Source: an optimization exercise on an open RTL-to-GDS flow (aim: small area). Production flows keep margins and buffers that such runs may drop.
In this exercise RTL edits were held to simulation tests only and were not proved equivalent to the original.

==> flow/design.v <==
module AudioADC(
input AUD_BCLK,
input rst,
input AUD_ADCLRCK,
input AUD_ADCDAT,
output reg [15:0] dataL,
output reg [15:0] dataR
);
localparam START = 2'd0, WAIT = 2'd1, BITS = 2'd2, DONE = 2'd3;
reg [1:0] s;
reg [4:0] count;
reg [31:0] shift;
reg doneD;
always @(posedge AUD_BCLK or negedge rst)
begin
	if (rst == 0)
		begin
			s <= START;
			count <= 5'd31;
		end
	else
		case (s)
			START: s <= WAIT;
			WAIT:  if (AUD_ADCLRCK) s <= BITS;
			BITS:
				begin
					count <= count - 5'd1;  
					if (count == 5'd0) s <= DONE;
				end
			DONE:  s <= WAIT;
		endcase
end
always @(posedge AUD_BCLK)
begin
	shift <= {shift[30:0], AUD_ADCDAT};
	doneD <= (s == DONE);
	if (s == DONE)
		dataL <= shift[31:16];
	if (doneD)
		dataR <= shift[16:1];
end
endmodule
module AudioDAC(
input AUD_BCLK,
input rst,
input AUD_DACLRCK,
input [15:0] half,
input inv,
output load,
output reg loadLo,
output AUD_DACDAT
);
localparam START = 2'd0, WAIT = 2'd1, BITS = 2'd2, DONE = 2'd3;
reg [1:0] s;
reg [4:0] count;
reg [31:0] sr;
reg msb;
reg invert;
assign load = (s == WAIT) & AUD_DACLRCK;
always @(posedge AUD_BCLK or negedge rst)
begin
	if (rst == 0)
		begin
			s <= START;
			count <= 5'd31;
		end
	else
		case (s)
			START: s <= WAIT;
			WAIT:  if (AUD_DACLRCK) s <= BITS;
			BITS:
				begin
					count <= count - 5'd1;  
					if (count == 5'd0) s <= DONE;
				end
			DONE:  s <= WAIT;
		endcase
end
always @(posedge AUD_BCLK)
begin
	loadLo <= load;
	if (load)
		begin
			msb <= half[15];
			invert <= inv;
		end
	if (load)
		sr <= {half, sr[14:0], sr[31]};
	else if (loadLo)
		sr <= {sr[30:16], half, sr[31]};
	else
		sr <= {sr[30:0], sr[31]};
end
assign AUD_DACDAT = ((s == BITS) ? sr[31] : msb) ^ invert;
endmodule
module FxCore(
input [143:0] xl,
input [143:0] xr,
input [15:0] dflt,
input chR,
input lpf,
input hpf,
input comb,
input mavg,
output [15:0] y
);
wire ncomb = ~comb;
wire useO = lpf | mavg;           
wire useE = hpf | mavg;           
wire [143:0] x = chR ? xr : xl;
wire [15:0] u0 = {~x[15], x[14:0]};
wire [15:0] u1 = {~x[31], x[30:16]};
wire [15:0] u2 = {~x[47], x[46:32]};
wire [15:0] u3 = {~x[63], x[62:48]};
wire [15:0] u4 = {~x[79], x[78:64]};
wire [15:0] u5 = {~x[95], x[94:80]};
wire [15:0] u6 = {~x[111], x[110:96]};
wire [15:0] u7 = {~x[127], x[126:112]};
wire [15:0] u8 = {~x[143], x[142:128]};
wire [15:0] ud = {~dflt[15], dflt[14:0]};
wire hs1;
wire hc2;
wire fs3;
wire fc4;
wire fs5;
wire fc6;
wire fs7;
wire fc8;
wire fs9;
wire fc10;
wire fs11;
wire fc12;
wire fs13;
wire fc14;
wire fs15;
wire fc16;
wire fs17;
wire fc18;
wire fs19;
wire fc20;
wire fs21;
wire fc22;
wire fs23;
wire fc24;
wire fs25;
wire fc26;
wire fs27;
wire fc28;
wire fs29;
wire fc30;
wire fs31;
wire fc32;
wire hs33;
wire hc34;
wire fs35;
wire fc36;
wire fs37;
wire fc38;
wire fs39;
wire fc40;
wire fs41;
wire fc42;
wire fs43;
wire fc44;
wire fs45;
wire fc46;
wire fs47;
wire fc48;
wire fs49;
wire fc50;
wire fs51;
wire fc52;
wire fs53;
wire fc54;
wire fs55;
wire fc56;
wire fs57;
wire fc58;
wire fs59;
wire fc60;
wire fs61;
wire fc62;
wire fs63;
wire fc64;
wire hs65;
wire hc66;
wire fs67;
wire fc68;
wire fs69;
wire fc70;
wire fs71;
wire fc72;
wire fs73;
wire fc74;
wire fs75;
wire fc76;
wire fs77;
wire fc78;
wire fs79;
wire fc80;
wire fs81;
wire fc82;
wire fs83;
wire fc84;
wire fs85;
wire fc86;
wire fs87;
wire fc88;
wire fs89;
wire fc90;
wire fs91;
wire fc92;
wire fs93;
wire fc94;
wire fs95;
wire fc96;
wire hs97;
wire hc98;
wire fs99;
wire fc100;
wire fs101;
wire fc102;
wire fs103;
wire fc104;
wire fs105;
wire fc106;
wire fs107;
wire fc108;
wire fs109;
wire fc110;
wire fs111;
wire fc112;
wire fs113;
wire fc114;
wire fs115;
wire fc116;
wire fs117;
wire fc118;
wire fs119;
wire fc120;
wire fs121;
wire fc122;
wire fs123;
wire fc124;
wire fs125;
wire fc126;
wire fs127;
wire fc128;
wire [17:0] oa;
wire [17:0] ob;
wire [17:0] ea;
wire [17:0] eb;
wire fs129;
wire fc130;
wire fs131;
wire fc132;
wire fs133;
wire fc134;
wire fs135;
wire fc136;
wire fs137;
wire fc138;
wire fs139;
wire fc140;
wire fs141;
wire fc142;
wire fs143;
wire fc144;
wire fs145;
wire fc146;
wire fs147;
wire fc148;
wire fs149;
wire fc150;
wire fs151;
wire fc152;
wire fs153;
wire fc154;
wire fs155;
wire fc156;
wire fs157;
wire fc158;
wire fs159;
wire fc160;
wire hs161;
wire hc162;
wire fs163;
wire fc164;
wire hs165;
wire hc166;
wire fs167;
wire fc168;
wire hs169;
wire hc170;
wire hs171;
wire hc172;
wire fs173;
wire fc174;
wire fs175;
wire fc176;
wire fs177;
wire fc178;
wire fs179;
wire fc180;
wire fs181;
wire fc182;
wire fs183;
wire fc184;
wire fs185;
wire fc186;
wire fs187;
wire fc188;
wire fs189;
wire fc190;
wire fs191;
wire fc192;
wire fs193;
wire fc194;
wire fs195;
wire fc196;
wire fs197;
wire fc198;
wire fs199;
wire fc200;
wire fs201;
wire fc202;
wire fs203;
wire fc204;
wire fs205;
wire fc206;
wire hs207;
wire hc208;
wire fs209;
wire fc210;
wire fs211;
wire fc212;
wire fs213;
wire fc214;
wire fs215;
wire fc216;
wire fs217;
wire fc218;
wire fs219;
wire fc220;
wire fs221;
wire fc222;
wire fs223;
wire fc224;
wire fs225;
wire fc226;
wire fs227;
wire fc228;
wire fs229;
wire fc230;
wire fs231;
wire fc232;
wire fs233;
wire fc234;
wire fs235;
wire fc236;
wire fs237;
wire fc238;
wire fs239;
wire fc240;
wire fs241;
wire fc242;
wire fs243;
wire fc244;
wire [19:0] sa;
wire [19:0] sb;
wire [17:0] qa = {18{useO}} & oa;
wire [17:0] qb = {18{useO}} & ob;
wire [17:0] ra = {{2{useE}} & ea[17:16], ({16{useE}} & ea[15:0]) | ({16{comb}} & ~u8)};
wire [17:0] rb = {18{useE}} & eb;
wire [15:0] p = ((lpf | hpf | mavg) ? u4 : comb ? u0 : ud) ^ {16{hpf}};
assign hs1 = u1[0] ^ u3[0];
assign hc2 = u1[0] & u3[0];
assign fs3 = u1[1] ^ u3[1] ^ u5[1];
assign fc4 = (u1[1] & u3[1]) | (u5[1] & (u1[1] ^ u3[1]));
assign fs5 = u1[2] ^ u3[2] ^ u5[2];
assign fc6 = (u1[2] & u3[2]) | (u5[2] & (u1[2] ^ u3[2]));
assign fs7 = u1[3] ^ u3[3] ^ u5[3];
assign fc8 = (u1[3] & u3[3]) | (u5[3] & (u1[3] ^ u3[3]));
assign fs9 = u1[4] ^ u3[4] ^ u5[4];
assign fc10 = (u1[4] & u3[4]) | (u5[4] & (u1[4] ^ u3[4]));
assign fs11 = u1[5] ^ u3[5] ^ u5[5];
assign fc12 = (u1[5] & u3[5]) | (u5[5] & (u1[5] ^ u3[5]));
assign fs13 = u1[6] ^ u3[6] ^ u5[6];
assign fc14 = (u1[6] & u3[6]) | (u5[6] & (u1[6] ^ u3[6]));
assign fs15 = u1[7] ^ u3[7] ^ u5[7];
assign fc16 = (u1[7] & u3[7]) | (u5[7] & (u1[7] ^ u3[7]));
assign fs17 = u1[8] ^ u3[8] ^ u5[8];
assign fc18 = (u1[8] & u3[8]) | (u5[8] & (u1[8] ^ u3[8]));
assign fs19 = u1[9] ^ u3[9] ^ u5[9];
assign fc20 = (u1[9] & u3[9]) | (u5[9] & (u1[9] ^ u3[9]));
assign fs21 = u1[10] ^ u3[10] ^ u5[10];
assign fc22 = (u1[10] & u3[10]) | (u5[10] & (u1[10] ^ u3[10]));
assign fs23 = u1[11] ^ u3[11] ^ u5[11];
assign fc24 = (u1[11] & u3[11]) | (u5[11] & (u1[11] ^ u3[11]));
assign fs25 = u1[12] ^ u3[12] ^ u5[12];
assign fc26 = (u1[12] & u3[12]) | (u5[12] & (u1[12] ^ u3[12]));
assign fs27 = u1[13] ^ u3[13] ^ u5[13];
assign fc28 = (u1[13] & u3[13]) | (u5[13] & (u1[13] ^ u3[13]));
assign fs29 = u1[14] ^ u3[14] ^ u5[14];
assign fc30 = (u1[14] & u3[14]) | (u5[14] & (u1[14] ^ u3[14]));
assign fs31 = u1[15] ^ u3[15] ^ u5[15];
assign fc32 = (u1[15] & u3[15]) | (u5[15] & (u1[15] ^ u3[15]));
assign hs33 = hs1 ^ u5[0];
assign hc34 = hs1 & u5[0];
assign fs35 = fs3 ^ u7[1] ^ hc2;
assign fc36 = (fs3 & u7[1]) | (hc2 & (fs3 ^ u7[1]));
assign fs37 = fs5 ^ u7[2] ^ fc4;
assign fc38 = (fs5 & u7[2]) | (fc4 & (fs5 ^ u7[2]));
assign fs39 = fs7 ^ u7[3] ^ fc6;
assign fc40 = (fs7 & u7[3]) | (fc6 & (fs7 ^ u7[3]));
assign fs41 = fs9 ^ u7[4] ^ fc8;
assign fc42 = (fs9 & u7[4]) | (fc8 & (fs9 ^ u7[4]));
assign fs43 = fs11 ^ u7[5] ^ fc10;
assign fc44 = (fs11 & u7[5]) | (fc10 & (fs11 ^ u7[5]));
assign fs45 = fs13 ^ u7[6] ^ fc12;
assign fc46 = (fs13 & u7[6]) | (fc12 & (fs13 ^ u7[6]));
assign fs47 = fs15 ^ u7[7] ^ fc14;
assign fc48 = (fs15 & u7[7]) | (fc14 & (fs15 ^ u7[7]));
assign fs49 = fs17 ^ u7[8] ^ fc16;
assign fc50 = (fs17 & u7[8]) | (fc16 & (fs17 ^ u7[8]));
assign fs51 = fs19 ^ u7[9] ^ fc18;
assign fc52 = (fs19 & u7[9]) | (fc18 & (fs19 ^ u7[9]));
assign fs53 = fs21 ^ u7[10] ^ fc20;
assign fc54 = (fs21 & u7[10]) | (fc20 & (fs21 ^ u7[10]));
assign fs55 = fs23 ^ u7[11] ^ fc22;
assign fc56 = (fs23 & u7[11]) | (fc22 & (fs23 ^ u7[11]));
assign fs57 = fs25 ^ u7[12] ^ fc24;
assign fc58 = (fs25 & u7[12]) | (fc24 & (fs25 ^ u7[12]));
assign fs59 = fs27 ^ u7[13] ^ fc26;
assign fc60 = (fs27 & u7[13]) | (fc26 & (fs27 ^ u7[13]));
assign fs61 = fs29 ^ u7[14] ^ fc28;
assign fc62 = (fs29 & u7[14]) | (fc28 & (fs29 ^ u7[14]));
assign fs63 = fs31 ^ u7[15] ^ fc30;
assign fc64 = (fs31 & u7[15]) | (fc30 & (fs31 ^ u7[15]));
assign hs65 = u0[0] ^ u2[0];
assign hc66 = u0[0] & u2[0];
assign fs67 = u0[1] ^ u2[1] ^ u6[1];
assign fc68 = (u0[1] & u2[1]) | (u6[1] & (u0[1] ^ u2[1]));
assign fs69 = u0[2] ^ u2[2] ^ u6[2];
assign fc70 = (u0[2] & u2[2]) | (u6[2] & (u0[2] ^ u2[2]));
assign fs71 = u0[3] ^ u2[3] ^ u6[3];
assign fc72 = (u0[3] & u2[3]) | (u6[3] & (u0[3] ^ u2[3]));
assign fs73 = u0[4] ^ u2[4] ^ u6[4];
assign fc74 = (u0[4] & u2[4]) | (u6[4] & (u0[4] ^ u2[4]));
assign fs75 = u0[5] ^ u2[5] ^ u6[5];
assign fc76 = (u0[5] & u2[5]) | (u6[5] & (u0[5] ^ u2[5]));
assign fs77 = u0[6] ^ u2[6] ^ u6[6];
assign fc78 = (u0[6] & u2[6]) | (u6[6] & (u0[6] ^ u2[6]));
assign fs79 = u0[7] ^ u2[7] ^ u6[7];
assign fc80 = (u0[7] & u2[7]) | (u6[7] & (u0[7] ^ u2[7]));
assign fs81 = u0[8] ^ u2[8] ^ u6[8];
assign fc82 = (u0[8] & u2[8]) | (u6[8] & (u0[8] ^ u2[8]));
assign fs83 = u0[9] ^ u2[9] ^ u6[9];
assign fc84 = (u0[9] & u2[9]) | (u6[9] & (u0[9] ^ u2[9]));
assign fs85 = u0[10] ^ u2[10] ^ u6[10];
assign fc86 = (u0[10] & u2[10]) | (u6[10] & (u0[10] ^ u2[10]));
assign fs87 = u0[11] ^ u2[11] ^ u6[11];
assign fc88 = (u0[11] & u2[11]) | (u6[11] & (u0[11] ^ u2[11]));
assign fs89 = u0[12] ^ u2[12] ^ u6[12];
assign fc90 = (u0[12] & u2[12]) | (u6[12] & (u0[12] ^ u2[12]));
assign fs91 = u0[13] ^ u2[13] ^ u6[13];
assign fc92 = (u0[13] & u2[13]) | (u6[13] & (u0[13] ^ u2[13]));
assign fs93 = u0[14] ^ u2[14] ^ u6[14];
assign fc94 = (u0[14] & u2[14]) | (u6[14] & (u0[14] ^ u2[14]));
assign fs95 = u0[15] ^ u2[15] ^ u6[15];
assign fc96 = (u0[15] & u2[15]) | (u6[15] & (u0[15] ^ u2[15]));
assign hs97 = hs65 ^ u6[0];
assign hc98 = hs65 & u6[0];
assign fs99 = fs67 ^ u8[1] ^ hc66;
assign fc100 = (fs67 & u8[1]) | (hc66 & (fs67 ^ u8[1]));
assign fs101 = fs69 ^ u8[2] ^ fc68;
assign fc102 = (fs69 & u8[2]) | (fc68 & (fs69 ^ u8[2]));
assign fs103 = fs71 ^ u8[3] ^ fc70;
assign fc104 = (fs71 & u8[3]) | (fc70 & (fs71 ^ u8[3]));
assign fs105 = fs73 ^ u8[4] ^ fc72;
assign fc106 = (fs73 & u8[4]) | (fc72 & (fs73 ^ u8[4]));
assign fs107 = fs75 ^ u8[5] ^ fc74;
assign fc108 = (fs75 & u8[5]) | (fc74 & (fs75 ^ u8[5]));
assign fs109 = fs77 ^ u8[6] ^ fc76;
assign fc110 = (fs77 & u8[6]) | (fc76 & (fs77 ^ u8[6]));
assign fs111 = fs79 ^ u8[7] ^ fc78;
assign fc112 = (fs79 & u8[7]) | (fc78 & (fs79 ^ u8[7]));
assign fs113 = fs81 ^ u8[8] ^ fc80;
assign fc114 = (fs81 & u8[8]) | (fc80 & (fs81 ^ u8[8]));
assign fs115 = fs83 ^ u8[9] ^ fc82;
assign fc116 = (fs83 & u8[9]) | (fc82 & (fs83 ^ u8[9]));
assign fs117 = fs85 ^ u8[10] ^ fc84;
assign fc118 = (fs85 & u8[10]) | (fc84 & (fs85 ^ u8[10]));
assign fs119 = fs87 ^ u8[11] ^ fc86;
assign fc120 = (fs87 & u8[11]) | (fc86 & (fs87 ^ u8[11]));
assign fs121 = fs89 ^ u8[12] ^ fc88;
assign fc122 = (fs89 & u8[12]) | (fc88 & (fs89 ^ u8[12]));
assign fs123 = fs91 ^ u8[13] ^ fc90;
assign fc124 = (fs91 & u8[13]) | (fc90 & (fs91 ^ u8[13]));
assign fs125 = fs93 ^ u8[14] ^ fc92;
assign fc126 = (fs93 & u8[14]) | (fc92 & (fs93 ^ u8[14]));
assign fs127 = fs95 ^ u8[15] ^ fc94;
assign fc128 = (fs95 & u8[15]) | (fc94 & (fs95 ^ u8[15]));
assign oa = {1'b0, fc32, fs63, fs61, fs59, fs57, fs55, fs53, fs51, fs49, fs47, fs45, fs43, fs41, fs39, fs37, fs35, hs33};
assign ob = {1'b0, fc64, fc62, fc60, fc58, fc56, fc54, fc52, fc50, fc48, fc46, fc44, fc42, fc40, fc38, fc36, hc34, u7[0]};
assign ea = {1'b0, fc96, fs127, fs125, fs123, fs121, fs119, fs117, fs115, fs113, fs111, fs109, fs107, fs105, fs103, fs101, fs99, hs97};
assign eb = {1'b0, fc128, fc126, fc124, fc122, fc120, fc118, fc116, fc114, fc112, fc110, fc108, fc106, fc104, fc102, fc100, hc98, u8[0]};
assign fs129 = p[0] ^ qa[0] ^ qb[0];
assign fc130 = (p[0] & qa[0]) | (qb[0] & (p[0] ^ qa[0]));
assign fs131 = p[1] ^ qa[1] ^ qb[1];
assign fc132 = (p[1] & qa[1]) | (qb[1] & (p[1] ^ qa[1]));
assign fs133 = p[2] ^ qa[2] ^ qb[2];
assign fc134 = (p[2] & qa[2]) | (qb[2] & (p[2] ^ qa[2]));
assign fs135 = p[3] ^ qa[3] ^ qb[3];
assign fc136 = (p[3] & qa[3]) | (qb[3] & (p[3] ^ qa[3]));
assign fs137 = p[4] ^ qa[4] ^ qb[4];
assign fc138 = (p[4] & qa[4]) | (qb[4] & (p[4] ^ qa[4]));
assign fs139 = p[5] ^ qa[5] ^ qb[5];
assign fc140 = (p[5] & qa[5]) | (qb[5] & (p[5] ^ qa[5]));
assign fs141 = p[6] ^ qa[6] ^ qb[6];
assign fc142 = (p[6] & qa[6]) | (qb[6] & (p[6] ^ qa[6]));
assign fs143 = p[7] ^ qa[7] ^ qb[7];
assign fc144 = (p[7] & qa[7]) | (qb[7] & (p[7] ^ qa[7]));
assign fs145 = p[8] ^ qa[8] ^ qb[8];
assign fc146 = (p[8] & qa[8]) | (qb[8] & (p[8] ^ qa[8]));
assign fs147 = p[9] ^ qa[9] ^ qb[9];
assign fc148 = (p[9] & qa[9]) | (qb[9] & (p[9] ^ qa[9]));
assign fs149 = p[10] ^ qa[10] ^ qb[10];
assign fc150 = (p[10] & qa[10]) | (qb[10] & (p[10] ^ qa[10]));
assign fs151 = p[11] ^ qa[11] ^ qb[11];
assign fc152 = (p[11] & qa[11]) | (qb[11] & (p[11] ^ qa[11]));
assign fs153 = p[12] ^ qa[12] ^ qb[12];
assign fc154 = (p[12] & qa[12]) | (qb[12] & (p[12] ^ qa[12]));
assign fs155 = p[13] ^ qa[13] ^ qb[13];
assign fc156 = (p[13] & qa[13]) | (qb[13] & (p[13] ^ qa[13]));
assign fs157 = p[14] ^ qa[14] ^ qb[14];
assign fc158 = (p[14] & qa[14]) | (qb[14] & (p[14] ^ qa[14]));
assign fs159 = p[15] ^ qa[15] ^ qb[15];
assign fc160 = (p[15] & qa[15]) | (qb[15] & (p[15] ^ qa[15]));
assign hs161 = ra[15] ^ rb[15];
assign hc162 = ra[15] & rb[15];
assign fs163 = qa[16] ^ qb[16] ^ ra[16];
assign fc164 = (qa[16] & qb[16]) | (ra[16] & (qa[16] ^ qb[16]));
assign hs165 = rb[16] ^ 1'b1;
assign hc166 = rb[16] & 1'b1;
assign fs167 = qa[17] ^ qb[17] ^ ra[17];
assign fc168 = (qa[17] & qb[17]) | (ra[17] & (qa[17] ^ qb[17]));
assign hs169 = rb[17] ^ 1'b1;
assign hc170 = rb[17] & 1'b1;
assign hs171 = fs129 ^ ra[0];
assign hc172 = fs129 & ra[0];
assign fs173 = fs131 ^ ra[1] ^ rb[1];
assign fc174 = (fs131 & ra[1]) | (rb[1] & (fs131 ^ ra[1]));
assign fs175 = fs133 ^ ra[2] ^ rb[2];
assign fc176 = (fs133 & ra[2]) | (rb[2] & (fs133 ^ ra[2]));
assign fs177 = fs135 ^ ra[3] ^ rb[3];
assign fc178 = (fs135 & ra[3]) | (rb[3] & (fs135 ^ ra[3]));
assign fs179 = fs137 ^ ra[4] ^ rb[4];
assign fc180 = (fs137 & ra[4]) | (rb[4] & (fs137 ^ ra[4]));
assign fs181 = fs139 ^ ra[5] ^ rb[5];
assign fc182 = (fs139 & ra[5]) | (rb[5] & (fs139 ^ ra[5]));
assign fs183 = fs141 ^ ra[6] ^ rb[6];
assign fc184 = (fs141 & ra[6]) | (rb[6] & (fs141 ^ ra[6]));
assign fs185 = fs143 ^ ra[7] ^ rb[7];
assign fc186 = (fs143 & ra[7]) | (rb[7] & (fs143 ^ ra[7]));
assign fs187 = fs145 ^ ra[8] ^ rb[8];
assign fc188 = (fs145 & ra[8]) | (rb[8] & (fs145 ^ ra[8]));
assign fs189 = fs147 ^ ra[9] ^ rb[9];
assign fc190 = (fs147 & ra[9]) | (rb[9] & (fs147 ^ ra[9]));
assign fs191 = fs149 ^ ra[10] ^ rb[10];
assign fc192 = (fs149 & ra[10]) | (rb[10] & (fs149 ^ ra[10]));
assign fs193 = fs151 ^ ra[11] ^ rb[11];
assign fc194 = (fs151 & ra[11]) | (rb[11] & (fs151 ^ ra[11]));
assign fs195 = fs153 ^ ra[12] ^ rb[12];
assign fc196 = (fs153 & ra[12]) | (rb[12] & (fs153 ^ ra[12]));
assign fs197 = fs155 ^ ra[13] ^ rb[13];
assign fc198 = (fs155 & ra[13]) | (rb[13] & (fs155 ^ ra[13]));
assign fs199 = fs157 ^ ra[14] ^ rb[14];
assign fc200 = (fs157 & ra[14]) | (rb[14] & (fs157 ^ ra[14]));
assign fs201 = fs159 ^ hs161 ^ ncomb;
assign fc202 = (fs159 & hs161) | (ncomb & (fs159 ^ hs161));
assign fs203 = fs163 ^ hs165 ^ fc160;
assign fc204 = (fs163 & hs165) | (fc160 & (fs163 ^ hs165));
assign fs205 = fs167 ^ hs169 ^ fc164;
assign fc206 = (fs167 & hs169) | (fc164 & (fs167 ^ hs169));
assign hs207 = hs171 ^ rb[0];
assign hc208 = hs171 & rb[0];
assign fs209 = fs173 ^ fc130 ^ hc172;
assign fc210 = (fs173 & fc130) | (hc172 & (fs173 ^ fc130));
assign fs211 = fs175 ^ fc132 ^ fc174;
assign fc212 = (fs175 & fc132) | (fc174 & (fs175 ^ fc132));
assign fs213 = fs177 ^ fc134 ^ fc176;
assign fc214 = (fs177 & fc134) | (fc176 & (fs177 ^ fc134));
assign fs215 = fs179 ^ fc136 ^ fc178;
assign fc216 = (fs179 & fc136) | (fc178 & (fs179 ^ fc136));
assign fs217 = fs181 ^ fc138 ^ fc180;
assign fc218 = (fs181 & fc138) | (fc180 & (fs181 ^ fc138));
assign fs219 = fs183 ^ fc140 ^ fc182;
assign fc220 = (fs183 & fc140) | (fc182 & (fs183 ^ fc140));
assign fs221 = fs185 ^ fc142 ^ fc184;
assign fc222 = (fs185 & fc142) | (fc184 & (fs185 ^ fc142));
assign fs223 = fs187 ^ fc144 ^ fc186;
assign fc224 = (fs187 & fc144) | (fc186 & (fs187 ^ fc144));
assign fs225 = fs189 ^ fc146 ^ fc188;
assign fc226 = (fs189 & fc146) | (fc188 & (fs189 ^ fc146));
assign fs227 = fs191 ^ fc148 ^ fc190;
assign fc228 = (fs191 & fc148) | (fc190 & (fs191 ^ fc148));
assign fs229 = fs193 ^ fc150 ^ fc192;
assign fc230 = (fs193 & fc150) | (fc192 & (fs193 ^ fc150));
assign fs231 = fs195 ^ fc152 ^ fc194;
assign fc232 = (fs195 & fc152) | (fc194 & (fs195 ^ fc152));
assign fs233 = fs197 ^ fc154 ^ fc196;
assign fc234 = (fs197 & fc154) | (fc196 & (fs197 ^ fc154));
assign fs235 = fs199 ^ fc156 ^ fc198;
assign fc236 = (fs199 & fc156) | (fc198 & (fs199 ^ fc156));
assign fs237 = fs201 ^ fc158 ^ fc200;
assign fc238 = (fs201 & fc158) | (fc200 & (fs201 ^ fc158));
assign fs239 = fs203 ^ hc162 ^ fc202;
assign fc240 = (fs203 & hc162) | (fc202 & (fs203 ^ hc162));
assign fs241 = fs205 ^ hc166 ^ fc204;
assign fc242 = (fs205 & hc166) | (fc204 & (fs205 ^ hc166));
assign fs243 = fc168 ^ hc170 ^ fc206;
assign fc244 = (fc168 & hc170) | (fc206 & (fc168 ^ hc170));
assign sa = {1'b1, fs243, fs241, fs239, fs237, fs235, fs233, fs231, fs229, fs227, fs225, fs223, fs221, fs219, fs217, fs215, fs213, fs211, fs209, hs207};
assign sb = {fc244, fc242, fc240, fc238, fc236, fc234, fc232, fc230, fc228, fc226, fc224, fc222, fc220, fc218, fc216, fc214, fc212, fc210, hc208, comb};
wire [20:0] cc;    
wire [19:0] s0;    
wire [19:0] s;
assign cc[0] = 1'b0;
assign cc[7] = 1'b0;
assign cc[13] = 1'b0;
genvar gi;
generate for (gi = 0; gi < 20; gi = gi + 1) begin : rca
	assign s0[gi] = sa[gi] ^ sb[gi] ^ cc[gi];
	if (gi != 6 && gi != 12)
		assign cc[gi+1] = (sa[gi] & sb[gi]) | (cc[gi] & (sa[gi] ^ sb[gi]));
end endgenerate
assign s[6:0] = s0[6:0];
wire cin7 = (sa[6] & sb[6]) | (cc[6] & (sa[6] ^ sb[6]));
wire [13:7] ones7;   
assign ones7[7] = 1'b1;
generate for (gi = 7; gi < 13; gi = gi + 1) begin : inc7
	assign ones7[gi+1] = ones7[gi] & s0[gi];
	assign s[gi] = s0[gi] ^ (cin7 & ones7[gi]);
end endgenerate
wire cout13 = (sa[12] & sb[12]) | (cc[12] & (sa[12] ^ sb[12]));
wire cin13 = cout13 | (cin7 & ones7[13]);
wire [20:13] ones13;   
assign ones13[13] = 1'b1;
generate for (gi = 13; gi < 20; gi = gi + 1) begin : inc13
	assign ones13[gi+1] = ones13[gi] & s0[gi];
	assign s[gi] = s0[gi] ^ (cin13 & ones13[gi]);
end endgenerate
wire negfrac = s[19] & (s[2:0] != 3'd0);
wire [16:0] aones;   
wire [15:0] avg;
assign aones[0] = 1'b1;
genvar ai;
generate for (ai = 0; ai < 16; ai = ai + 1) begin : div
	assign aones[ai+1] = aones[ai] & s[ai+3];
	assign avg[ai] = s[ai+3] ^ (negfrac & aones[ai]);
end endgenerate
assign y = mavg ? avg : s[15:0];
endmodule
module AudioEffects(
input AUD_BCLK,
input rst,
input sw1,
input sw2,
input sw3,
input sw4,
input sw5,
input AUD_ADCDAT,
input AUD_ADCLRCK,
input AUD_DACLRCK,
output AUD_DACDAT
);
wire [15:0] adcL, adcR;
wire dacLoad;
wire phase;         
wire dacBit;
AudioADC myADC(
.AUD_BCLK(AUD_BCLK),
.rst(rst),
.AUD_ADCLRCK(AUD_ADCLRCK),
.AUD_ADCDAT(AUD_ADCDAT),
.dataL(adcL),
.dataR(adcR)
);
reg [143:0] lineL;
reg [143:0] lineR;
reg shiftR;
always @(posedge AUD_BCLK)
begin
	shiftR <= AUD_DACLRCK;
	if (AUD_DACLRCK == 1)
		lineL <= {lineL[127:0], adcL};
	if (shiftR == 1)
		lineR <= {lineR[127:0], adcR};
end
reg [3:0] selD;
always @(posedge AUD_BCLK)
	selD <= {sw5, sw4, sw3, sw2};
wire [3:0] sel = phase ? selD : {sw5, sw4, sw3, sw2};
wire [15:0] dflt = phase ? adcR : adcL;
wire lpf  = (sel == 4'b1000);
wire hpf  = (sel == 4'b0100);
wire comb = (sel == 4'b0010);
wire mavg = (sel == 4'b0001);
wire [15:0] half;
FxCore core(.xl(lineL), .xr(lineR), .dflt(dflt), .chR(phase),
	.lpf(lpf), .hpf(hpf), .comb(comb), .mavg(mavg),
	.y(half));
AudioDAC myDAC(
.AUD_BCLK(AUD_BCLK),
.rst(rst),
.AUD_DACLRCK(AUD_DACLRCK),
.half(half),
.inv(hpf),
.load(dacLoad),
.loadLo(phase),
.AUD_DACDAT(dacBit)
);
assign AUD_DACDAT = sw1 & dacBit;
endmodule
==> flow/flow/run.sh <==
#!/bin/bash
# Own layout flow: the standard flow (standard.sh) with these changes.
#  - Synthesis is synth_recipe.tcl unchanged except that its ABC call (the
#    mapping of the logic between the registers to cells, after the
#    registers are mapped) uses the area-oriented script abc_amap.script.
#  - polopt.py then removes inverters left next to the full adders, by
#    complementing full adders (self-dual) and swapping gates for their
#    complementary cells, and absorb.py folds remaining inverters into the
#    gates they drive (nor2 -> nor2b, ...).  Registers stay as they are.
#    Yosys then proves the edited netlist equivalent to the one synthesis
#    wrote; if it cannot, the flow goes on with synthesis's netlist.
#  - The clock tree is built without dummy loads, from clusters of up to
#    24 sinks.
#  - The ports are buffered with buf_1 cells.
# Logs: standard_synth.log and standard.log (standard.sh), polopt.log,
# absorb.log, equiv.log; each ORFS step's own log is in orfs/logs.
set -euo pipefail
here=$(pwd)
plat=${FLOW_PLATFORM:-sky130hd}
lib=$FLOW_HOME/platforms/$plat/lib/sky130_fd_sc_hd__tt_025C_1v80.lib
{
  echo 'proc abc {args} {'
  echo '  set i [lsearch $args -script]'
  echo "  if {\$i >= 0} { lset args [expr {\$i + 1}] $here/flow/abc_amap.script }"
  echo '  yosys abc {*}$args'
  echo '}'
  cat synth_recipe.tcl
} > flow/area_synth.tcl
grep -q 'SYNTH_SCRIPT=' standard.sh
sed "s#SYNTH_SCRIPT=[^ ]*#SYNTH_SCRIPT=$here/flow/area_synth.tcl#" standard.sh > flow/standard_area.sh
export CTS_ARGS="-sink_clustering_enable -repair_clock_nets -sink_clustering_size 24 -sink_clustering_max_diameter 100 -buf_list sky130_fd_sc_hd__clkbuf_16 -dont_use_dummy_load"
export BUFFER_PORTS_ARGS="-buffer_cell sky130_fd_sc_hd__buf_1"
res=$here/orfs/results/$plat/AudioEffects/base
bash flow/standard_area.sh "$res/1_2_yosys.v" > standard_synth.log 2>&1

cp "$res/1_2_yosys.v" synth_netlist.v
edited=1
python3 flow/polopt.py "$lib" "$res/1_2_yosys.v" > polopt.log 2>&1 || edited=0
if [ $edited = 1 ]; then
  python3 flow/absorb.py "$lib" "$res/1_2_yosys.v" > absorb.log 2>&1 || edited=0
fi
if [ $edited = 1 ]; then
  cat > equiv.ys <<EOF
read_liberty -ignore_miss_func $lib
read_verilog $here/synth_netlist.v
rename $FLOW_TOP gold
read_verilog $res/1_2_yosys.v
rename $FLOW_TOP gate
hierarchy -check
flatten
proc
async2sync
opt_clean
rename -hide gold/w:_*
rename -hide gate/w:_*
equiv_make gold gate equiv
hierarchy -top equiv
equiv_simple -seq 1
equiv_induct
equiv_status -assert
EOF
  yosys -s equiv.ys > equiv.log 2>&1 || edited=0
fi
if [ $edited = 0 ]; then
  echo "netlist edit not used" >> equiv.log
  cp synth_netlist.v "$res/1_2_yosys.v"
fi
bash flow/standard_area.sh > standard.log 2>&1
==> flow/flow/abc_amap.script <==
strash
dch
amap
topo
==> flow/flow/absorb.py <==
#!/usr/bin/env python3
"""Absorbs inverters into the gates they drive, on a mapped sky130hd netlist.

For a gate input driven by an inverter, the gate is swapped for a cell that
computes the same function with that input complemented (nor2 -> nor2b,
nor2b -> nor2, nand2 -> nand2b, ...), with its inputs permuted as needed,
and the input is connected to the inverter's input instead.  A swap is made
when it lowers the cell area (counting the inverter, removed once nothing
uses it).  The function is unchanged; registers and all cells other than
the swapped gates and removed inverters keep their type and connections.
usage: absorb.py LIBERTY NETLIST
"""
import re
import sys
from collections import defaultdict
from itertools import permutations, product

libpath, path = sys.argv[1], sys.argv[2]
lib = open(libpath).read()
P = "sky130_fd_sc_hd__"

cells = {}
for m in re.finditer(r'\n\s*cell\s*\(\s*"?(\w+)"?\s*\)\s*\{', lib):
    name = m.group(1)
    start = m.end()
    depth, i = 1, start
    while depth:
        depth += (lib[i] == "{") - (lib[i] == "}")
        i += 1
    body = lib[start:i]
    am = re.search(r"\barea\s*:\s*([\d.]+)", body)
    pins = {}
    for pm in re.finditer(r'\bpin\s*\(\s*"?(\w+)"?\s*\)\s*\{', body):
        j, d = pm.end(), 1
        while d:
            d += (body[j] == "{") - (body[j] == "}")
            j += 1
        pb = body[pm.end():j]
        dm = re.search(r"\bdirection\s*:\s*\"?(\w+)", pb)
        fm = re.search(r'\bfunction\s*:\s*"([^"]*)"', pb)
        pins[pm.group(1)] = (dm.group(1) if dm else "", fm.group(1) if fm else None)
    seq = re.search(r"\b(ff|latch|statetable)\s*\(", body) is not None
    cells[name] = {"area": float(am.group(1)) if am else 0.0, "pins": pins, "seq": seq}


def func(cell):
    c = cells[cell]
    if c["seq"]:
        return None
    ins = sorted(p for p, (d, f) in c["pins"].items() if d == "input")
    outs = [(p, f) for p, (d, f) in c["pins"].items() if d == "output" and f]
    if len(outs) != 1 or not (1 <= len(ins) <= 4):
        return None
    op, f = outs[0]
    expr = f.replace("!", " not ").replace("&", " and ").replace("|", " or ").replace("^", " != ")
    expr = re.sub(r"(\w+)'", r"(not \1)", expr)
    code = compile(expr, cell, "eval")
    return ins, op, code


dont = re.compile(r"(probe|lpflow|clk|dly|buf|inv|conb|tap|fill|decap|diode|ha_|fa_|mux4|einv|ebuf)")
funcs = {}
for c in cells:
    if c.startswith(P) and not dont.search(c):
        f = func(c)
        if f:
            funcs[c] = f


def table(cell, order, neg=None):
    ins, op, code = funcs[cell]
    out = []
    for vals in product([False, True], repeat=len(order)):
        env = dict(zip(order, vals))
        if neg is not None:
            env[neg] = not env[neg]
        out.append(bool(eval(code, {}, env)))
    return tuple(out)


byn = defaultdict(list)
for c, (ins, op, code) in funcs.items():
    byn[(len(ins), c.rsplit("_", 1)[1])].append(c)
best = {}
for g, (ins, op, code) in funcs.items():
    suf = g.rsplit("_", 1)[1]
    for p in ins:
        want = table(g, ins, neg=p)
        cand = None
        for g2 in byn[(len(ins), suf)]:
            ins2, op2, code2 = funcs[g2]
            for perm in permutations(ins2):
                m = dict(zip(ins, perm))
                # g2 evaluated with g2 pin m[q] = value of g's q
                ins_, op_, code_ = funcs[g2]
                tt = []
                for vals in product([False, True], repeat=len(ins)):
                    env = {m[q]: v for q, v in zip(ins, vals)}
                    tt.append(bool(eval(code2, {}, env)))
                if tuple(tt) == want:
                    a = cells[g2]["area"]
                    if cand is None or a < cand[0]:
                        cand = (a, g2, m, op2)
                    break
        if cand:
            best[(P + g if not g.startswith(P) else g, p)] = cand

text = open(path).read()
inst_re = re.compile(r"^([ \t]*)(" + P + r"\w+)\s+(\S+)\s*\((.*?)\);[ \t]*$", re.M | re.S)
pin_re = re.compile(r"\.(\w+)\(([^()]*)\)")
insts = {}
for mm in inst_re.finditer(text):
    pins = {p: n.strip() for p, n in pin_re.findall(mm.group(4))}
    insts[mm.group(3)] = {"type": mm.group(2), "pins": pins, "span": mm.span()}
frozen = set()
tokre = r"\\\S+|[A-Za-z_][\w$]*"
for a in re.finditer(r"^\s*assign\s+(.*?);", text, re.M | re.S):
    frozen.update(re.findall(tokre, a.group(1)))
for d in re.finditer(r"^\s*(input|output|inout)\b(.*?);", text, re.M | re.S):
    frozen.update(re.findall(tokre, d.group(2)))


def is_frozen(n):
    b = n if n.startswith("\\") else n.split("[")[0]
    return n in frozen or b in frozen


def outpins(t):
    return {p for p, (d, f) in cells[t]["pins"].items() if d == "output"}


loads = defaultdict(list)
for name, c in insts.items():
    op = outpins(c["type"])
    for p, n in c["pins"].items():
        if p not in op:
            loads[n].append((name, p))
INV = cells[P + "inv_1"]["area"]
dead = set()
swaps = 0
saved = 0.0
for name in list(insts):
    c = insts[name]
    if not re.search(r"__(inv|clkinv)_\d+$", c["type"]) or name in dead:
        continue
    x, y = c["pins"]["A"], c["pins"]["Y"]
    if is_frozen(y) or is_frozen(x) or x.startswith("1'b"):
        continue
    ls = loads[y]
    plan = []
    for (g, p) in ls:
        gt = insts[g]["type"]
        k = (gt, p)
        if g in dead or k not in best or any(g == h for (h, _) in plan):
            plan.append((g, None))
            continue
        a2, g2, m, op2 = best[k]
        plan.append((g, (a2 - cells[gt]["area"], g2, m, op2, p)))
    allc = all(v is not None for (g, v) in plan)
    gain = sum(v[0] for (g, v) in plan if v is not None) - (cells[c["type"]]["area"] if allc else 0.0)
    chosen = [(g, v) for (g, v) in plan if v is not None and (allc and gain < -1e-9 or v[0] < -1e-9)]
    if not chosen:
        continue
    for (g, v) in chosen:
        d, g2, m, op2, p = v
        gc = insts[g]
        oldop = next(iter(outpins(gc["type"])))
        newpins = {}
        for q, n in gc["pins"].items():
            if q == oldop:
                continue
            newpins[m[q]] = x if q == p else n
        newpins[op2] = gc["pins"][oldop]
        gc["type"], gc["pins"] = g2, newpins
        swaps += 1
        saved -= d
    if len(chosen) == len(ls):
        dead.add(name)
        saved += cells[c["type"]]["area"]
    loads.clear()
    for nm, cc in insts.items():
        if nm in dead:
            continue
        op = outpins(cc["type"])
        for q, n in cc["pins"].items():
            if q not in op:
                loads[n].append((nm, q))


def fmt(v):
    return v + " " if v.startswith("\\") else v


out, pos = [], 0
for s0, e0, name in sorted((c["span"][0], c["span"][1], nm) for nm, c in insts.items()):
    out.append(text[pos:s0])
    c = insts[name]
    if name not in dead:
        ind = re.match(r"[ \t]*", text[s0:e0]).group(0)
        conns = ",\n".join("%s    .%s(%s)" % (ind, q, fmt(v)) for q, v in c["pins"].items())
        out.append("%s%s %s (\n%s\n%s);" % (ind, c["type"], name, conns, ind))
    pos = e0
out.append(text[pos:])
open(path, "w").write("".join(out))
print("absorb: %d gates swapped, %d inverters removed, %.1f um2 saved" % (swaps, len(dead), saved))
==> flow/flow/polopt.py <==
#!/usr/bin/env python3
"""Inverter clean-up on a mapped sky130hd netlist written by yosys.

Synthesis leaves inverters next to the full adders it extracted (a full
adder is a black box to the later logic mapping).  This chooses, for every
full adder and for every gate that has a complementary cell with the same
pins (a22o/a22oi, o22a/o22ai, and2/nand2, ...), whether to complement it:
  - a full adder is self-dual, FA(~a,~b,~c) = (~sum,~cout), so it is
    complemented by complementing its inputs and its outputs;
  - a gate is complemented by swapping it for its complementary cell,
    which complements its output.
Every signal then needs at most one inverter, shared by the loads that
want it complemented.  A local search minimises the cell area; the netlist
is rewritten in place.  The function is unchanged, and registers, half
adders, buffers and all other cells keep their type and connections.
usage: polopt.py LIBERTY NETLIST
"""
import random
import re
import sys
from collections import defaultdict
from itertools import product

libpath, path = sys.argv[1], sys.argv[2]
lib = open(libpath).read()
P = "sky130_fd_sc_hd__"

# --- liberty: area, pins and output function of each cell -------------------
cells = {}
for m in re.finditer(r'\n\s*cell\s*\(\s*"?(\w+)"?\s*\)\s*\{', lib):
    name = m.group(1)
    start = m.end()
    depth, i = 1, start
    while depth:
        c = lib[i]
        depth += (c == "{") - (c == "}")
        i += 1
    body = lib[start:i]
    am = re.search(r"\barea\s*:\s*([\d.]+)", body)
    pins = {}
    for pm in re.finditer(r'\bpin\s*\(\s*"?(\w+)"?\s*\)\s*\{', body):
        j, d = pm.end(), 1
        while d:
            d += (body[j] == "{") - (body[j] == "}")
            j += 1
        pb = body[pm.end():j]
        dm = re.search(r"\bdirection\s*:\s*\"?(\w+)", pb)
        fm = re.search(r'\bfunction\s*:\s*"([^"]*)"', pb)
        pins[pm.group(1)] = (dm.group(1) if dm else "", fm.group(1) if fm else None)
    cells[name] = {"area": float(am.group(1)) if am else 0.0, "pins": pins,
                   "ff": "ff" in body[:2000] and re.search(r"\bff\s*\(", body) is not None}


def truth(cell):
    pins = cells[cell]["pins"]
    ins = sorted(p for p, (d, f) in pins.items() if d == "input")
    outs = [(p, f) for p, (d, f) in pins.items() if d == "output" and f]
    if len(outs) != 1:
        return None
    op, f = outs[0]
    expr = f.replace("!", " not ").replace("&", " and ").replace("|", " or ").replace("^", " != ")
    expr = re.sub(r"(\w+)'", r"(not \1)", expr)
    tt = []
    for vals in product([False, True], repeat=len(ins)):
        env = dict(zip(ins, vals))
        try:
            tt.append(bool(eval(expr, {}, env)))
        except Exception:
            return None
    return (tuple(ins), op, tuple(tt))


tts = {}
for c in cells:
    if c.startswith(P) and not cells[c]["ff"]:
        t = truth(c)
        if t:
            tts[c] = t
# complementary partner: same input pins, complemented function, same size
partner = {}
for a, ta in tts.items():
    sa = a.rsplit("_", 1)[1]
    for b, tb in tts.items():
        if b == a or b.rsplit("_", 1)[1] != sa or ta[0] != tb[0]:
            continue
        if all(x != y for x, y in zip(ta[2], tb[2])) and len(ta[0]) >= 2:
            partner[a] = (b, ta[1], tb[1])
dont = re.compile(r"(probe|lpflow|clk|dly|buf|inv|conb|tap|fill|decap|diode|ha_|fa_)")
partner = {a: v for a, v in partner.items() if not dont.search(a) and not dont.search(v[0])}

# --- netlist -------------------------------------------------------------------
text = open(path).read()
inst_re = re.compile(r"^([ \t]*)(" + P + r"\w+)\s+(\S+)\s*\((.*?)\);[ \t]*$", re.M | re.S)
pin_re = re.compile(r"\.(\w+)\(([^()]*)\)")
insts = {}
for mm in inst_re.finditer(text):
    pins = {p: n.strip() for p, n in pin_re.findall(mm.group(4))}
    insts[mm.group(3)] = {"type": mm.group(2), "pins": pins, "span": mm.span()}

frozen = set()
tokre = r"\\\S+|[A-Za-z_][\w$]*"
for a in re.finditer(r"^\s*assign\s+(.*?);", text, re.M | re.S):
    frozen.update(re.findall(tokre, a.group(1)))
for d in re.finditer(r"^\s*(input|output|inout)\b(.*?);", text, re.M | re.S):
    frozen.update(re.findall(tokre, d.group(2)))


def is_frozen(n):
    b = n if n.startswith("\\") else n.split("[")[0]
    return n in frozen or b in frozen or n.startswith("1'b") or n == ""


def outpins(t):
    return {p for p, (d, f) in cells[t]["pins"].items() if d == "output"}


def is_inv(t):
    return re.search(r"__(inv|clkinv)_\d+$", t) is not None


def is_fa(t):
    return re.search(r"__fa_\d+$", t) is not None


driver = {}
loads = defaultdict(list)
for name, c in insts.items():
    op = outpins(c["type"])
    for p, n in c["pins"].items():
        if p in op:
            driver[n] = (name, p)
        else:
            loads[n].append((name, p))

# variables: full adders (kind 'fa') and gates with a partner (kind 'g')
kind = {}
for name, c in insts.items():
    if is_fa(c["type"]):
        kind[name] = "fa"
    elif c["type"] in partner:
        kind[name] = "g"

# signals: a net not driven by an inverter, with its consumers (inst, pin, q):
# q = 1 when the consumer takes it through an inverter.
signals = {}
fixed = set()
for n, (dn, dp) in driver.items():
    if is_inv(insts[dn]["type"]):
        continue
    cons, invs, bad = [], [], is_frozen(n)
    for (li, lp) in loads[n]:
        if is_inv(insts[li]["type"]):
            y = insts[li]["pins"]["Y"]
            invs.append(li)
            if is_frozen(y):
                bad = True
            for (ki, kp) in loads[y]:
                if is_inv(insts[ki]["type"]):
                    bad = True
                cons.append((ki, kp, 1))
        else:
            cons.append((li, lp, 0))
    signals[n] = {"drv": dn, "cons": cons, "invs": invs, "bad": bad}
    if bad:
        fixed.add(dn)
        for (ci, cp, q) in cons:
            fixed.add(ci)
# a variable must see all its pins in known signals
pin_in_sig = set()
for n, s in signals.items():
    for (ci, cp, q) in s["cons"]:
        pin_in_sig.add((ci, cp))
for name in list(kind):
    c = insts[name]
    op = outpins(c["type"])
    ok = name not in fixed
    for p, n in c["pins"].items():
        if p in op:
            ok = ok and n in signals
        elif kind[name] == "fa":
            ok = ok and (name, p) in pin_in_sig
    if not ok:
        del kind[name]
var = list(kind)
pol = {v: 0 for v in var}
touch = defaultdict(set)
for n, s in signals.items():
    if s["drv"] in kind:
        touch[s["drv"]].add(n)
    for (ci, cp, q) in s["cons"]:
        if kind.get(ci) == "fa":
            touch[ci].add(n)
INV = cells[P + "inv_1"]["area"]


def need(s, ci, q):
    # does consumer ci need the complement of what its driver puts out?
    return pol.get(s["drv"], 0) ^ q ^ (pol.get(ci, 0) if kind.get(ci) == "fa" else 0)


def scost(n):
    s = signals[n]
    return INV if any(need(s, ci, q) for (ci, cp, q) in s["cons"]) else 0.0


def vcost(v):
    if kind[v] == "g" and pol[v]:
        return cells[partner[insts[v]["type"]][0]]["area"] - cells[insts[v]["type"]]["area"]
    return 0.0


def delta(v):
    before = sum(scost(n) for n in touch[v]) + vcost(v)
    pol[v] ^= 1
    after = sum(scost(n) for n in touch[v]) + vcost(v)
    pol[v] ^= 1
    return after - before


def total():
    return sum(scost(n) for n in signals if not signals[n]["bad"]) + sum(vcost(v) for v in var)


start = total()
rng = random.Random(7)
best, bestc, cur = dict(pol), start, start
for it in range(300):
    improved = True
    while improved:
        improved = False
        for v in var:
            d = delta(v)
            if d < -1e-9 or (abs(d) < 1e-9 and rng.random() < 0.2):
                pol[v] ^= 1
                cur += d
                improved = improved or d < -1e-9
    if cur < bestc - 1e-9:
        bestc, best = cur, dict(pol)
    pol, cur = dict(best), bestc
    for v in rng.sample(var, max(1, len(var) // 8)):
        cur += delta(v)
        pol[v] ^= 1
pol = best
assert abs(total() - bestc) < 1e-6

# --- rewrite ------------------------------------------------------------------
dead, new_insts, cnt = set(), [], [0]


def fresh(prefix):
    cnt[0] += 1
    return "_polopt_%s%d_" % (prefix, cnt[0])


for v in var:
    if kind[v] == "g" and pol[v]:
        c = insts[v]
        nb, oa, ob = partner[c["type"]]
        c["type"] = nb
        c["pins"][ob] = c["pins"].pop(oa)
for n, s in signals.items():
    if s["bad"]:
        continue
    involved = s["drv"] in kind or any(ci in kind for (ci, cp, q) in s["cons"])
    if not involved:
        continue
    needers = [(ci, cp) for (ci, cp, q) in s["cons"] if need(s, ci, q)]
    invs = list(s["invs"])
    if needers:
        if invs:
            keep = invs.pop(0)
            y = insts[keep]["pins"]["Y"]
        else:
            y = fresh("n")
            new_insts.append((fresh("i"), n, y))
        for (ci, cp) in needers:
            insts[ci]["pins"][cp] = y
    dead.update(invs)
    for (ci, cp, q) in s["cons"]:
        if not need(s, ci, q):
            insts[ci]["pins"][cp] = n


def fmt(v):
    return v + " " if v.startswith("\\") else v


out, pos = [], 0
for s0, e0, name in sorted((c["span"][0], c["span"][1], nm) for nm, c in insts.items()):
    out.append(text[pos:s0])
    c = insts[name]
    if name not in dead:
        ind = re.match(r"[ \t]*", text[s0:e0]).group(0)
        conns = ",\n".join("%s    .%s(%s)" % (ind, p, fmt(v)) for p, v in c["pins"].items())
        out.append("%s%s %s (\n%s\n%s);" % (ind, c["type"], name, conns, ind))
    pos = e0
tail = text[pos:]
extra = "".join("  wire %s;\n" % y for (nm, a, y) in new_insts)
extra += "".join("  %sinv_1 %s (\n    .A(%s),\n    .Y(%s)\n  );\n" % (P, nm, fmt(a), fmt(y)) for (nm, a, y) in new_insts)
k = tail.rindex("endmodule")
open(path, "w").write("".join(out) + tail[:k] + extra + tail[k:])
nfl = sum(pol[v] for v in var if kind[v] == "fa")
ngl = sum(pol[v] for v in var if kind[v] == "g")
print("polopt: %d full adders and %d gates complemented (of %d and %d); %d inverters removed, %d added; "
      "area %.1f -> %.1f of the cost counted" % (nfl, ngl, sum(1 for v in var if kind[v] == "fa"),
      sum(1 for v in var if kind[v] == "g"), len(dead), len(new_insts), start, bestc))
==> flow/standard.sh <==
#!/bin/bash
# synth_recipe.tcl (not shown) runs the flow's synth.tcl, then flattens the netlist and writes it again
# the make line also repeats each setting of config.mk as NAME=value (left out here)
make -C /OpenROAD-flow-scripts/flow DESIGN_CONFIG=/design/flow/config.mk WORK_HOME=/design/flow/orfs CLKGATE_MAP_FILE= SYNTH_SCRIPT=/design/flow/synth_recipe.tcl "${@:-finish}"
==> flow/config.mk <==
export PLATFORM = sky130hd
export DESIGN_NAME = AudioEffects
export DESIGN_NICKNAME = AudioEffects
export VERILOG_FILES = /design/flow/design.v
export SDC_FILE = /design/flow/constraint.sdc
export NUM_CORES = 4
export LEC_CHECK = 0
export ABC_AREA = 1
export CAP_MARGIN = 20
export CORE_MARGIN = 2
export CORE_UTILIZATION = 40
export CTS_BUF_LIST = sky130_fd_sc_hd__clkbuf_16
export CTS_CLUSTER_DIAMETER = 100
export CTS_CLUSTER_SIZE = 24
export SLEW_MARGIN = 20
==> flow/constraint.sdc <==
create_clock -name core_clock -period 10.0 [get_ports {AUD_BCLK}]
set_input_delay 2.0000 -clock core_clock [delete_from_list [all_inputs] [get_ports {AUD_BCLK}]]
set_output_delay 2.0000 -clock core_clock [all_outputs]
set_load 0.01 [all_outputs]
==> run notes <==
[worst reg2reg max path, delay by kind of cell (launching register included)]
family / cells / cell delay [ns]
buf+inv: 4 / 0.97
compound gates: 6 / 0.98
flops: 1 / 0.45
fa+ha+maj: 9 / 3.60
simple gates: 18 / 2.65
[placed cells by master (no fill, tap or decap), drive strengths merged, types with 6 or more instances in the layout]
| master | count |
|---|---|
| clkbuf | 21 |
| o32ai | 6 |
| nor2b | 12 |
| o22a | 60 |
| fa | 126 |
| dfstp | 10 |
| edfxtp | 322 |
| ha | 22 |
| nand3 | 7 |
| dfxtp | 71 |
| a22o | 11 |
| a22oi | 10 |
| buf | 30 |
| nand2 | 42 |
| nor2 | 74 |
| clkinv | 51 |
| inv | 8 |
| a21oi | 31 |
| o21ai | 36 |
| a221oi | 12 |
| nor3 | 6 |
| o22ai | 143 |
[worst paths after layout]
check	slack, ns	start	endpoint	cells past startpoint
max	0.74	sw5	myDAC.sr[16]	36
min	0.33	myADC.shift[0]	myADC.shift[1]	0
max reg2reg	1.23	myDAC.loadLo	myDAC.sr[16]	37
min reg2reg	0.33	myADC.shift[0]	myADC.shift[1]	0
max in group asynchronous	8.03	rst	myADC.s[1]	1
min in group asynchronous	1.50	rst	myDAC.s[0]	1
[routing by layer]
layer | share of wire (%) | up-vias | global-route usage (%)
met4 | 2.0 | 0 | 3.084
met5 | 0 | - | 0
met1 | 49 | 4793 | 23.27
li1 | - | 4293 | -
met3 | 3.0 | 44 | 2.062
met2 | 46 | 115 | 24.60
[sequential cells by signal, indices dropped and copies added (netlist names)]
name,count
myADC.dataL,16
myADC.count,5
myADC.shift,32
myADC.s,2
selD,4
myDAC.sr,32
myDAC.invert,1
myADC.doneD,1
lineL,144
myDAC.loadLo,1
myADC.dataR,16
lineR,144
shiftR,1
myDAC.count,5
myDAC.msb,1
myDAC.s,2
[stage by stage]
stage,setup WS [ns],std cells
2_1_floorplan,0.006114,1085
3_3_place_gp,0.3147,1701
3_5_place_dp,0.1423,1701
4_1_cts,0.7302,1721
5_1_grt,0.1784,1721
6_report,0.7409,1721
[final cells by class]
cell class / count / area share (%)
inverters: 59 / 1.405
multi-input cells: 619 / 30.19
repair buffers: 31 / 1.186
well taps: 585 / 3.876
clock buffers: 20 / 2.650
flip-flops and latches: 407 / 60.69
==> run_results.csv <==
group,metric,value,unit
status,run_status,"no timing/DRC/antenna violations",
worst_setup_path,path_delay_family,"adder cells",
layout,layout-drive-gt1-share,7.306,%
clocking,clkSinkCount,407,
detailed_routing,viasPerCell,5.372,
floorplan,die_x,211.8,um
worst_setup_path,endpoint_kind,"flip-flop",
detailed_routing,initialDrtViolationCount,805,
grt,grt_pass1_vias,9673,
layout,num-fill-cells,3854,
clocking,post-cts-setup-buffers,0,
floorplan,start_util,40.28,%
placement,gp_congestion,0.7988,
placement,dpl_cell_area,18380,sq um
clocking,cts_tree,"built",
worst_setup_path,cpMaxStageDelayCell,"nor2_2",
detailed_routing,dr_total_vias,9245,
flow_run,maxCapViolCount,0,
detailed_routing,drc,0,
grt,grt_pass1_wl,54720,um
worst_setup_path,crit_buf_inv,4,
grt,overflow,0,
worst_setup_path,crit_type,"in2reg",
timing,setup_viol,0,
detailed_routing,postRouteWirelength,33790,um
floorplan,rows,76,
layout,area_growth_syn_to_layout,9.306,%
grt,antenna_found_initial,0,
timing,hold-worst-slack,0.3258,ns
timing,hold_viol,0,
detailed_routing,wl_per_cell,19.63,um
detailed_routing,first_pass_iters,5,
clocking,path_clk_slew,0.10,ns
timing,worstMarginPinSlew,1.007,ns
layout,num_antenna_cells,0,
placement,io_buffer_count,10,
timing,rsz0062_at_grt,"no",
worst_setup_path,crit_top_cell,"fa_2",
yosys,syn_avg_cell_area,15.92,sq um
floorplan,die_h,211.8,um
clocking,clkLatencyLatePin,0.54,ns
worst_setup_path,crit_required,10.41,ns
grt,grt_max_degree,139,
timing,skew,0.02011,ns
layout,post-route-util,44.03,%
layout,nets,1296,
floorplan,dieArea,44870,sq um
layout,postLayoutCellArea,18880,sq um
timing,final-max-slew-violation-count,0,
yosys,syn-num-nets,1243,
timing,max-slew-margin-rel,32.84,%
worst_hold_path,hold_path_class,"reg2reg",
clocking,hold_buffers,0,
worst_setup_path,worstPathMaxFanout,19,
layout,regArea,11460,sq um
clocking,cts-root-buf,"clkbuf_16",
layout,multi_input_area,5702,sq um
yosys,synth_area,17280,sq um
floorplan,coreArea,42890,sq um
placement,hpwl,22230,um
grt,grt_usage,15.58,%
worst_setup_path,arrival,9.66,ns
timing,period_minus_slack,9.259,ns
worst_setup_path,crit_path_start_kind,"primary input",
yosys,synthCells,1085,
timing,fmax,0.1080,GHz
detailed_routing,ant_nets,0,
yosys,ys_warn_count,3,
timing,fin_setup_tns,0,ns
timing,fin_crit_sh,92.59,%
clocking,cts.path.max_buffers,3,
clocking,cts.htree.levels,1,
floorplan,io_pins,11,
clocking,cts_resized,0,
clocking,numCtsBuffers,20,
worst_setup_path,slowest_delay,0.68,ns

-- afterwards: timing with drivers on the ports --
How much do the figures lean on ideal ports? The routed layout below was timed once more, with nothing changed but the port constraints. Step 1, drivers: a clkbuf_16 drives AUD_BCLK and a buf_2 each remaining input, both assumed. Step 2, shift: input delay + t, output delay - t, t = (earliest + latest rising clock arrival at the registers) / 2. This alone moves slack from input paths to output paths. a / b / c = ideal / step 1 / step 2; a / b = the first two.
t (ns): 0.579
slack for setup (ns): 0.741 / 0.772 / 0.193
worst hold slack (ns): 0.326 / 0.326 / 0.326
pins driven straight from the clock port: 1
After both steps this run still meets setup and hold. The setup slack of this run moves by +0.031 ns with the drivers and by -0.548 ns with both steps.
